This is an optimization exercise on Yosys and OpenROAD, whose aim is small area, a short achievable clock period and few clock cycles, not a production implementation. Only the layout flow was run in this run; the RTL was not checked for function there. No activity file was given, so power comes from the tool's default toggle rates.

`flow/config.mk`:
```
export PLATFORM = sky130hd
export DESIGN_NAME = JAM
export DESIGN_NICKNAME = JAM
export VERILOG_FILES = /design/flow/design.v
export SDC_FILE = /design/flow/constraint.sdc
export NUM_CORES = 4
export LEC_CHECK = 0
export CAP_MARGIN = 20
export CORE_MARGIN = 2
export CORE_UTILIZATION = 40
export SETUP_SLACK_MARGIN = 1.5
export SLEW_MARGIN = 20
```
`flow/constraint.sdc`:
```
create_clock -name core_clock -period 5.0 [get_ports {CLK}]
set_input_delay 1.0000 -clock core_clock [delete_from_list [all_inputs] [get_ports {CLK}]]
set_output_delay 1.0000 -clock core_clock [all_outputs]
set_load 0.01 [all_outputs]
```
`flow/design.v`:
```
module JAM (CLK, RST, W, J, Cost, MatchCount, MinCost, Valid);
input CLK;
input RST;
input [6:0] Cost;
output reg [2:0] W;
output reg [2:0] J;
output reg [3:0] MatchCount;
output reg [9:0] MinCost;
output reg Valid;
localparam S_WAIT = 4'd0, S_A1 = 4'd1, S_A2 = 4'd2, S_B = 4'd3, S_FIX = 4'd4, S_WALK = 4'd5,
           S_T = 4'd6, S_PEEL = 4'd7, S_DFS = 4'd8;
integer k;
genvar g, h;
reg ld_done;
always @(posedge CLK or posedge RST) begin
    if (RST) begin
        W <= 3'd0; J <= 3'd0; ld_done <= 1'b0;
    end else if (!ld_done) begin
        {W, J} <= {W, J} + 6'd1;
        if ({W, J} == 6'd63) ld_done <= 1'b1;
    end
end
reg [6:0] cst [0:63];
always @(posedge CLK) begin
    if (!ld_done) cst[{W, J}] <= Cost;
end
reg [3:0] st;
reg [2:0] ph;           
reg [8:0] win;          
reg       tmode;        
reg [7:0] K;            
reg [6:0] D;            
reg [2:0] j0;           
reg       j0root;       
reg [7:0] used;         
reg [7:0] pv;           
reg [6:0] w  [0:7];     
reg [6:0] uc [0:7];     
reg [7:0] mv [0:7];     
reg [2:0] wy [0:7];
reg [7:0] wyr;
reg [2:0] pr [0:7];     
reg [7:0] treg [0:7];   
reg [3:0] tc;
reg [7:0] alive;
reg [2:0] lvl;
reg [3:0] lb;
reg [2:0] stk [0:6];
reg [7:0] usedc;
reg       dph;
reg [7:0] cmr;
wire [7:0] e [0:7];     
generate for (g = 0; g < 8; g = g + 1) begin : ek
    wire co_unused;
    jam_add #(8) u_e (.a(tmode ? 8'd0 : mv[g]), .b(~{1'b0, uc[g]}), .ci(1'b1), .s(e[g]), .co(co_unused));
end endgenerate
reg [2:0] i0;
reg [7:0] kn;
reg [2:0] jn;
reg       more;
always @(*) begin
    i0 = win[8] ? ph : 3'd0;
    kn = 8'd0;
    jn = 3'd0;
    more = 1'b0;
    for (k = 0; k < 8; k = k + 1)
        if (win[k]) begin
            i0 = i0 | pr[k];
            kn = kn | e[k];
            jn = jn | k[2:0];
            more = more | pv[k];
        end
end
generate for (g = 0; g < 8; g = g + 1) begin : a1
    wire [6:0] rowc = cst[{i0, g[2:0]}];
    wire [6:0] ts;
    wire       tco;
    jam_add #(7) u_t (.a(rowc), .b(w[g]), .ci(1'b0), .s(ts), .co(tco));
    always @(posedge CLK) treg[g] <= {tco, ts};
end endgenerate
wire [8:0] s   [0:7];
wire [7:0] upd;
wire [7:0] tb;
generate for (g = 0; g < 8; g = g + 1) begin : a2
    wire sco, ge;
    wire [8:0] lt_unused;
    jam_add #(9) u_s (.a({1'b0, treg[g]}), .b({K[7], K}), .ci(1'b0), .s(s[g]), .co(sco));
    jam_add #(9) u_c (.a(s[g]), .b(~{1'b0, mv[g]}), .ci(1'b1), .s(lt_unused), .co(ge));
    assign upd[g] = !used[g] && !ge;
    assign tb[g]  = (s[g] == 9'd0);
end endgenerate
wire [7:0] mval [0:7];
generate for (g = 0; g < 8; g = g + 1) begin : bm
    assign mval[g] = used[g] ? 8'hFF : mv[g];
end endgenerate
wire [7:0] bwin;
generate for (g = 0; g < 8; g = g + 1) begin : bw
    wire [7:0] ok;
    for (h = 0; h < 8; h = h + 1) begin : bo
        if (h != g) begin : c
            wire [7:0] su;
            wire       co;
            jam_add #(8) u_b (.a(mval[h]), .b(~mval[g]), .ci(h > g), .s(su), .co(co));
            assign ok[h] = co;
        end else begin : c
            assign ok[h] = 1'b1;
        end
    end
    assign bwin[g] = &ok;
end endgenerate
reg [6:0] bmin;
always @(*) begin
    bmin = 7'd0;
    for (k = 0; k < 8; k = k + 1)
        if (bwin[k]) bmin = bmin | mv[k][6:0];
end
wire [6:0] dl [0:7];
wire [6:0] wfix [0:7];
wire [6:0] ufix [0:7];
wire [9:0] mcs;
wire       mco;
jam_add #(10) u_mc (.a(MinCost), .b({3'd0, D}), .ci(1'b0), .s(mcs), .co(mco));
generate for (g = 0; g < 8; g = g + 1) begin : fx
    wire [6:0] dd;
    wire       dco;
    jam_add #(7) u_d (.a(D), .b(~mv[g][6:0]), .ci(1'b1), .s(dd), .co(dco));
    assign dl[g] = used[g] ? dd : 7'd0;
    wire [6:0] wf, uf;
    wire       wco, uco;
    jam_add #(7) u_w (.a(w[g]),  .b(dl[g]), .ci(1'b0), .s(wf), .co(wco));
    jam_add #(7) u_u (.a(uc[g]), .b(dl[g]), .ci(1'b0), .s(uf), .co(uco));
    assign wfix[g] = wf;
    assign ufix[g] = uf;
end endgenerate
wire [2:0] jw  = wy[j0];
wire       jrt = wyr[j0];
wire [7:0] out_ok, in_ok;
generate for (g = 0; g < 8; g = g + 1) begin : pl
    wire [7:0] colg;
    for (h = 0; h < 8; h = h + 1) begin : cb
        assign colg[h] = mv[h][g];
    end
    assign out_ok[g] = |(mv[g] & alive & ~(8'd1 << g));
    assign in_ok[g]  = |(colg  & alive & ~(8'd1 << g));
end endgenerate
wire [7:0] keep = alive & out_ok & in_ok;
wire [7:0] teff = alive[lvl] ? (mv[lvl] & alive) : (8'd1 << lvl);
wire [7:0] lbm  = lb[3] ? 8'd0 : (8'hFF << lb[2:0]);
wire [7:0] cm   = teff & ~usedc & lbm;
reg  [2:0] cj;
always @(*) begin
    cj = 3'd0;
    for (k = 7; k >= 0; k = k - 1)
        if (cmr[k]) cj = k[2:0];
end
wire [2:0] lvlm1 = lvl - 3'd1;
wire [2:0] sback = stk[lvlm1];
wire [2:0] phn = ph + 3'd1;
wire row_ready  = ld_done || (W > ph);
wire next_ready = ld_done || (W > phn);
wire [2:0] tcm2 = tc[2:0] - 3'd2;
always @(posedge CLK) begin
    case (st)
    S_A2: begin
        for (k = 0; k < 8; k = k + 1)
            if (upd[k]) begin
                wy[k] <= j0; wyr[k] <= j0root;
            end
    end
    S_FIX: begin
        for (k = 0; k < 8; k = k + 1) uc[k] <= ufix[k];
    end
    S_WALK: begin
        if (jrt) begin
            pr[j0] <= ph; uc[j0] <= D;
        end else begin
            pr[j0] <= pr[jw]; uc[j0] <= uc[jw];
        end
    end
    S_DFS: if (dph && lvl != 3'd7 && cmr != 8'd0) stk[lvl] <= cj;
    default: ;
    endcase
end
always @(posedge CLK or posedge RST) begin
    if (RST) begin
        st <= S_WAIT; ph <= 3'd0; win <= 9'h100; tmode <= 1'b0; K <= 8'd0; D <= 7'd0;
        j0 <= 3'd0; j0root <= 1'b1; used <= 8'd0; pv <= 8'd0; MinCost <= 10'd0;
        MatchCount <= 4'd0; Valid <= 1'b0; tc <= 4'd0; alive <= 8'hFF; lvl <= 3'd0;
        lb <= 4'd0; usedc <= 8'd0; dph <= 1'b0; cmr <= 8'd0;
        for (k = 0; k < 8; k = k + 1) begin
            w[k] <= 7'd0; mv[k] <= 8'd128;
        end
    end else begin
        case (st)
        S_WAIT: if (row_ready) st <= S_A1;
        S_A1: begin
            K <= kn;
            j0 <= jn; j0root <= win[8];
            used <= used | win[7:0];
            st <= (win[8] || more) ? S_A2 : S_FIX;
        end
        S_A2: begin
            for (k = 0; k < 8; k = k + 1)
                if (upd[k]) mv[k] <= {1'b0, s[k][6:0]};
            st <= S_B;
        end
        S_B: begin
            win <= {1'b0, bwin};
            D <= bmin;
            st <= S_A1;
        end
        S_FIX: begin
            for (k = 0; k < 8; k = k + 1) w[k] <= wfix[k];
            MinCost <= mcs;
            st <= S_WALK;
        end
        S_WALK: begin
            pv[j0] <= 1'b1;
            if (jrt) begin
                ph <= phn; win <= 9'h100; D <= 7'd0;
                used <= 8'd0;
                for (k = 0; k < 8; k = k + 1) mv[k] <= 8'd128;
                tc <= 4'd0;
                if (ph == 3'd7) begin
                    tmode <= 1'b1; st <= S_T;
                end else
                    st <= next_ready ? S_A1 : S_WAIT;
            end else begin
                j0 <= jw;
            end
        end
        S_T: begin
            win <= {1'b0, 8'd1 << tc[2:0]};
            K <= kn;
            if (tc >= 4'd2) mv[tcm2] <= tb;
            tc <= tc + 4'd1;
            if (tc == 4'd9) st <= S_PEEL;
        end
        S_PEEL: if (!Valid) begin
            alive <= keep;
            if (keep == 8'd0) begin
                MatchCount <= 4'd1; Valid <= 1'b1;
            end else if (keep == alive) begin
                lvl <= 3'd0; lb <= 4'd0; usedc <= 8'd0; MatchCount <= 4'd0; dph <= 1'b0;
                st <= S_DFS;
            end
        end
        S_DFS: if (!Valid) begin
            dph <= !dph;
            if (!dph) begin
                cmr <= cm;
            end else if (lvl == 3'd7) begin
                if (cmr != 8'd0) MatchCount <= MatchCount + 4'd1;
                lvl <= 3'd6; usedc[stk[6]] <= 1'b0; lb <= {1'b0, stk[6]} + 4'd1;
            end else if (cmr != 8'd0) begin
                usedc[cj] <= 1'b1; lvl <= lvl + 3'd1; lb <= 4'd0;
            end else if (lvl == 3'd0) begin
                Valid <= 1'b1;
            end else begin
                lvl <= lvlm1; usedc[sback] <= 1'b0; lb <= {1'b0, sback} + 4'd1;
            end
        end
        default: st <= S_WAIT;
        endcase
    end
end
endmodule
module jam_add #(parameter N = 8) (a, b, ci, s, co);
input  [N-1:0] a;
input  [N-1:0] b;
input          ci;
output [N-1:0] s;
output         co;
wire [N-1:0] p  = a ^ b;
wire [N-1:0] g0 = a & b;
reg  [N-1:0] G, P;
integer i, d;
always @(*) begin
    G = g0;
    G[0] = g0[0] | (p[0] & ci);
    P = p;
    for (d = 1; d < N; d = d * 2)
        for (i = N - 1; i >= d; i = i - 1) begin
            G[i] = G[i] | (P[i] & G[i - d]);
            P[i] = P[i] & P[i - d];
        end
end
assign s  = p ^ {G[N-2:0], ci};
assign co = G[N-1];
endmodule
```
`flow/run.sh`:
```
#!/bin/bash
# synth_recipe.tcl (not shown) runs the flow's synth.tcl, then flattens the netlist and writes it again
# the make line also repeats each setting of config.mk as NAME=value (left out here)
make -C /OpenROAD-flow-scripts/flow DESIGN_CONFIG=/design/flow/config.mk WORK_HOME=/design/flow/orfs CLKGATE_MAP_FILE= SYNTH_SCRIPT=/design/flow/synth_recipe.tcl finish
```
==> results.sh <==
export IMPL_status="no timing/DRC/antenna violations"
export IMPL_drc=0
export IMPL_cts_buffers=96
export IMPL_cts_clk_slew_worst_paths_ns=0.07
export IMPL_antenna_left=0
export IMPL_cp_end_kind="register"
export IMPL_grt_ovfl_total=0
export IMPL_ff2ff_path_depth=18
export IMPL_ys_warnings_count=13
export IMPL_critPathSlowestCell="dfrtp_2"
export IMPL_placed_area_um2=64000
export IMPL_track_usage=0.299
export IMPL_cts_tree="yes"
export IMPL_routedWlPerCell_um=27.1
export IMPL_tns_ns=0
export IMPL_cts_max_path_buffers=3
export IMPL_critPathMaxFanout=6
export IMPL_place_congestion=1.04
export IMPL_worst_pin_slew_ns=1.29
export IMPL_setup_viol=0
export IMPL_cellPowerDensity_nw_per_um2=207
export IMPL_regArea_um2=24600
export IMPL_ys_seq_area_frac=0.405
export IMPL_n_fill_cell=13800
export IMPL_hold_viol_final=0
export IMPL_fin_area_um2=73800
export IMPL_die_h_um=393
export IMPL_port_buffers=29
export IMPL_finalMaxSlewViolations=0
export IMPL_start_util=0.403
export IMPL_hold_start="pv[4]"
export IMPL_fin_crit_ns=3.87
export IMPL_reg2reg_slack_ns=1.13
export IMPL_crit_chain="buf_12 -> buf_6 -> ha_4 -> fa_2 -> a21o_1 -> a21oi_2 -> o21bai_1 -> a211oi_2 -> a21oi_2 -> ha_1 -> a21o_1 -> a211oi_2 -> o21ai_2 -> o2bb2ai_2 -> a311oi_2 -> buf_4 -> o21ai_1 -> a2bb2oi_2"
export IMPL_routed_wl_um=238000
export IMPL_whs_ns=0.456
export IMPL_start_kind="register"
export IMPL_grt_first_pass_wirelength_um=341000
export IMPL_final_layout_size_suffix_gt1_frac=0.207
export IMPL_syn_nets=7138
export IMPL_root_buffer="clkbuf_16"
export IMPL_drv_cap=0
export IMPL_timing_rr_start="K[0]"
export IMPL_syn_area_per_cell_um2=9.64
export IMPL_core_area_um2=150000
export IMPL_hold_end="pv[4]"
export IMPL_ir_drop_mv=0.311
export IMPL_die_x_um=393
export IMPL_r2r_end="mv[6][2]"
export IMPL_final_nets=7534
export IMPL_syn_to_final_growth_pct=22.0
export IMPL_clkLatencyLatePin_ns=0.74
export IMPL_finalClockSkew_ns=0.0436
export IMPL_crit_start="K[0]"
export IMPL_ys_types=98
export IMPL_drtIter0Drc=5186
export IMPL_min_path_type="register to register"
export IMPL_asyncSetResetFlopFracSynth=0.263
export IMPL_cts_sinks=875
export IMPL_cpPeakStageDelay_ns=0.43
export IMPL_hpwlAfterDp_um=165000
export IMPL_grt_max_degree=113
export IMPL_critPathRequiredTime_ns=5.57
export IMPL_setup_worst_path_class="register to register"
export IMPL_rsz0062_at_grt="true"
export IMPL_synth_flop_cell="edfxtp_1"
export IMPL_antenna_found_initial=6
export IMPL_boundaryPins=30
export IMPL_slew_headroom=0.141
export IMPL_whs_path_depth=1
export IMPL_placementRows=142
export IMPL_cts_hold_buf=0
export IMPL_htreeDepth=3
export IMPL_fmax_ghz=0.259
export IMPL_p_leak_uw=0.0319
export IMPL_syn_area_um2=60500
export IMPL_synth_edf_count=581
export IMPL_synth_seq_cells=875
export IMPL_fin_crit_sh=0.774
export IMPL_vias=52400
export IMPL_arrival_ns=4.44
export IMPL_multi_input_area_um2=36500
export IMPL_dr_pass1_iters=12
export IMPL_grt_pass1_vias=50500
export IMPL_synthCells=6278
export IMPL_avgViaCountPerCell=5.97
export IMPL_fp_dieArea_um2=154000
cell families (layout without fill, tap and decap cells):
family,after synthesis,count (layout),share of synthesized area
compound gates,1590,1595,0.170
xor+xnor,289,289,0.0418
fa+ha+maj,852,852,0.182
buf+inv,641,1114,0.0412
flops,875,875,0.405
mux,63,63,0.0118
other cells,0,2,0
simple gates,1968,1970,0.149
flip-flops by register name, indices dropped and copies added (netlist names), 9 cells and up:
signal and cells:
MinCost 10, cst 448, mv 64, pr 24
stk 21, treg 64, uc 56, w 56
win 9, wy 24
synthesized netlist by cell type (17+ instances only):
| master | n | area, um^2 |
|---|---|---|
| o21bai_1 | 71 | 533 |
| fa_1 | 49 | 981 |
| nand4_1 | 20 | 125 |
| o21a_1 | 30 | 225 |
| nor2_1 | 344 | 1290 |
| o22ai_1 | 40 | 250 |
| or4_1 | 19 | 143 |
| nand2_1 | 830 | 3120 |
| and2_1 | 47 | 294 |
| a22o_1 | 20 | 175 |
| a31oi_1 | 47 | 294 |
| or2_2 | 73 | 457 |
| a32oi_1 | 18 | 158 |
| clkbuf_1 | 184 | 691 |
| dfxtp_1 | 64 | 1280 |
| a21oi_1 | 505 | 2530 |
| buf_2 | 30 | 150 |
| buf_1 | 24 | 90.1 |
| mux2i_1 | 43 | 430 |
| a2111oi_0 | 20 | 175 |
| o211ai_1 | 23 | 173 |
| dfstp_2 | 18 | 473 |
| nor4_1 | 30 | 188 |
| xor2_1 | 72 | 631 |
| and3_1 | 23 | 144 |
| dfrtp_1 | 212 | 5310 |
| nor2b_1 | 64 | 400 |
| edfxtp_1 | 581 | 17400 |
| a211o_1 | 17 | 149 |
| inv_1 | 392 | 1470 |
| a211oi_1 | 49 | 368 |
| nand3_1 | 337 | 1690 |
| xnor2_1 | 217 | 1900 |
| a21o_1 | 161 | 1210 |
| a2bb2oi_1 | 21 | 184 |
| a22oi_1 | 76 | 571 |
| nand2b_1 | 81 | 507 |
| o31ai_1 | 19 | 143 |
| a222oi_1 | 28 | 280 |
| o21ai_0 | 303 | 1520 |
| ha_1 | 802 | 10000 |
| nor3_1 | 48 | 240 |
| a221oi_1 | 32 | 280 |
cells in the final DEF (no fill, tap or decap), drive strengths merged, types with 48 or more instances in the layout:
| master | netlist | layout |
|---|---|---|
| nand2 | 831 | 831 |
| ha | 802 | 802 |
| edfxtp | 581 | 581 |
| a21oi | 509 | 509 |
| buf | 63 | 507 |
| inv | 392 | 359 |
| nor2 | 348 | 348 |
| nand3 | 338 | 339 |
| o21ai | 310 | 310 |
| xnor2 | 217 | 217 |
| dfrtp | 212 | 212 |
| a21o | 161 | 161 |
| clkbuf | 186 | 123 |
| nand2b | 81 | 81 |
| or2 | 77 | 77 |
| a22oi | 76 | 76 |
| xor2 | 72 | 72 |
| o21bai | 71 | 71 |
| dfxtp | 64 | 64 |
| nor2b | 64 | 64 |
| a211oi | 49 | 49 |
| fa | 49 | 49 |
| a31oi | 48 | 48 |
| nor3 | 48 | 48 |
| and2 | 48 | 48 |
worst max-delay path, delay by kind of cell, from the launching register on:
family / cells / cell delay, ns
adders and majority gates: 3 / 0.84
DFF: 1 / 0.43
buffers and inverters: 3 / 0.49
AOI/OAI and AO/OA: 12 / 1.95
timing repair:
action	4_1_cts	5_1_grt
endpoints found under the setup margin	259	239
gates cloned	20	8
pin swaps	166	192
gates resized for setup	487	377
setup buffers	180	121
power breakdown:
group,internal [uW],switching [uW],total (uW)
clock,4240,3220,7460
sequential,7710,0.799,7710
combinational,10.6,103,114
total,12000,3320,15300
area by class of cell:
| cell class | instances | share of cell area |
|---|---|---|
| multi-input combinational | 4769 | 0.494 |
| clock inverter | 65 | 0.0103 |
| inverter | 392 | 0.0218 |
| antenna | 2 | 0.0000678 |
| clock buffer | 117 | 0.0344 |
| timing repair buffer | 540 | 0.0727 |
| tap | 2016 | 0.0342 |
| sequential | 875 | 0.333 |
metal layers:
metal / track usage / share of wire
met2: 0.470 / 0.45
met5: 0 / 0.00016
met1: 0.378 / 0.39
met3: 0.0477 / 0.079
met4: 0.205 / 0.083
stage by stage:
step	worst slack, ns	utilization	std cells	power (uW)
6_report	1.13	0.492	8776	15300
3_5_place_dp	0.306	0.426	8263	7980
5_1_grt	1.04	0.492	8774	15700
3_3_place_gp	0.433	0.426	8263	7980
4_1_cts	1.27	0.473	8645	15400
2_1_floorplan	1.01	-	6278	7890
worst max path at each step:
| stage | to | slack, ns | cells after the start |
|---|---|---|---|
| 6_report | mv[6][2] | 1.13 | 18 |
| 3_5_place_dp | mv[2][2] | 0.31 | 15 |
| 4_1_cts | mv[2][6] | 1.27 | 16 |
| 5_1_grt | treg[0][7] | 1.04 | 20 |
| 2_1_floorplan | D[0] | 1.01 | 1 |
| 3_3_place_gp | mv[2][3] | 0.43 | 15 |

[re-timing with driven ports]
Ports are ideal in the flow. The routed layout listed here was re-timed in OpenROAD.
Step 1 (the two cells are an assumption about what drives the block):
set clk [get_ports {CLK}]
set_driving_cell -lib_cell sky130_fd_sc_hd__clkbuf_16 $clk
set_driving_cell -lib_cell sky130_fd_sc_hd__buf_2 [delete_from_list [all_inputs] $clk]
Step 2 moves the port delays by t, midway between the first and last clock arrival at a register: inputs arrive t later, outputs are due t later. That takes back most of the time a late clock gives input paths.
Three values: ideal, step 1, step 2; two values: the first two.
t, ns: 0.789
slack for setup (ns): 1.132 / 1.132 / 1.132
hold WS [ns]: 0.456 / 0.456 / 0.456
latest minus earliest clock arrival (ns): 0.044 / 0.044
worst slew at a driven data input, ns: 0.03
After both steps setup and hold are still met in this run. The setup slack of this run moves by 0.000 ns with the drivers and by 0.000 ns with both steps.
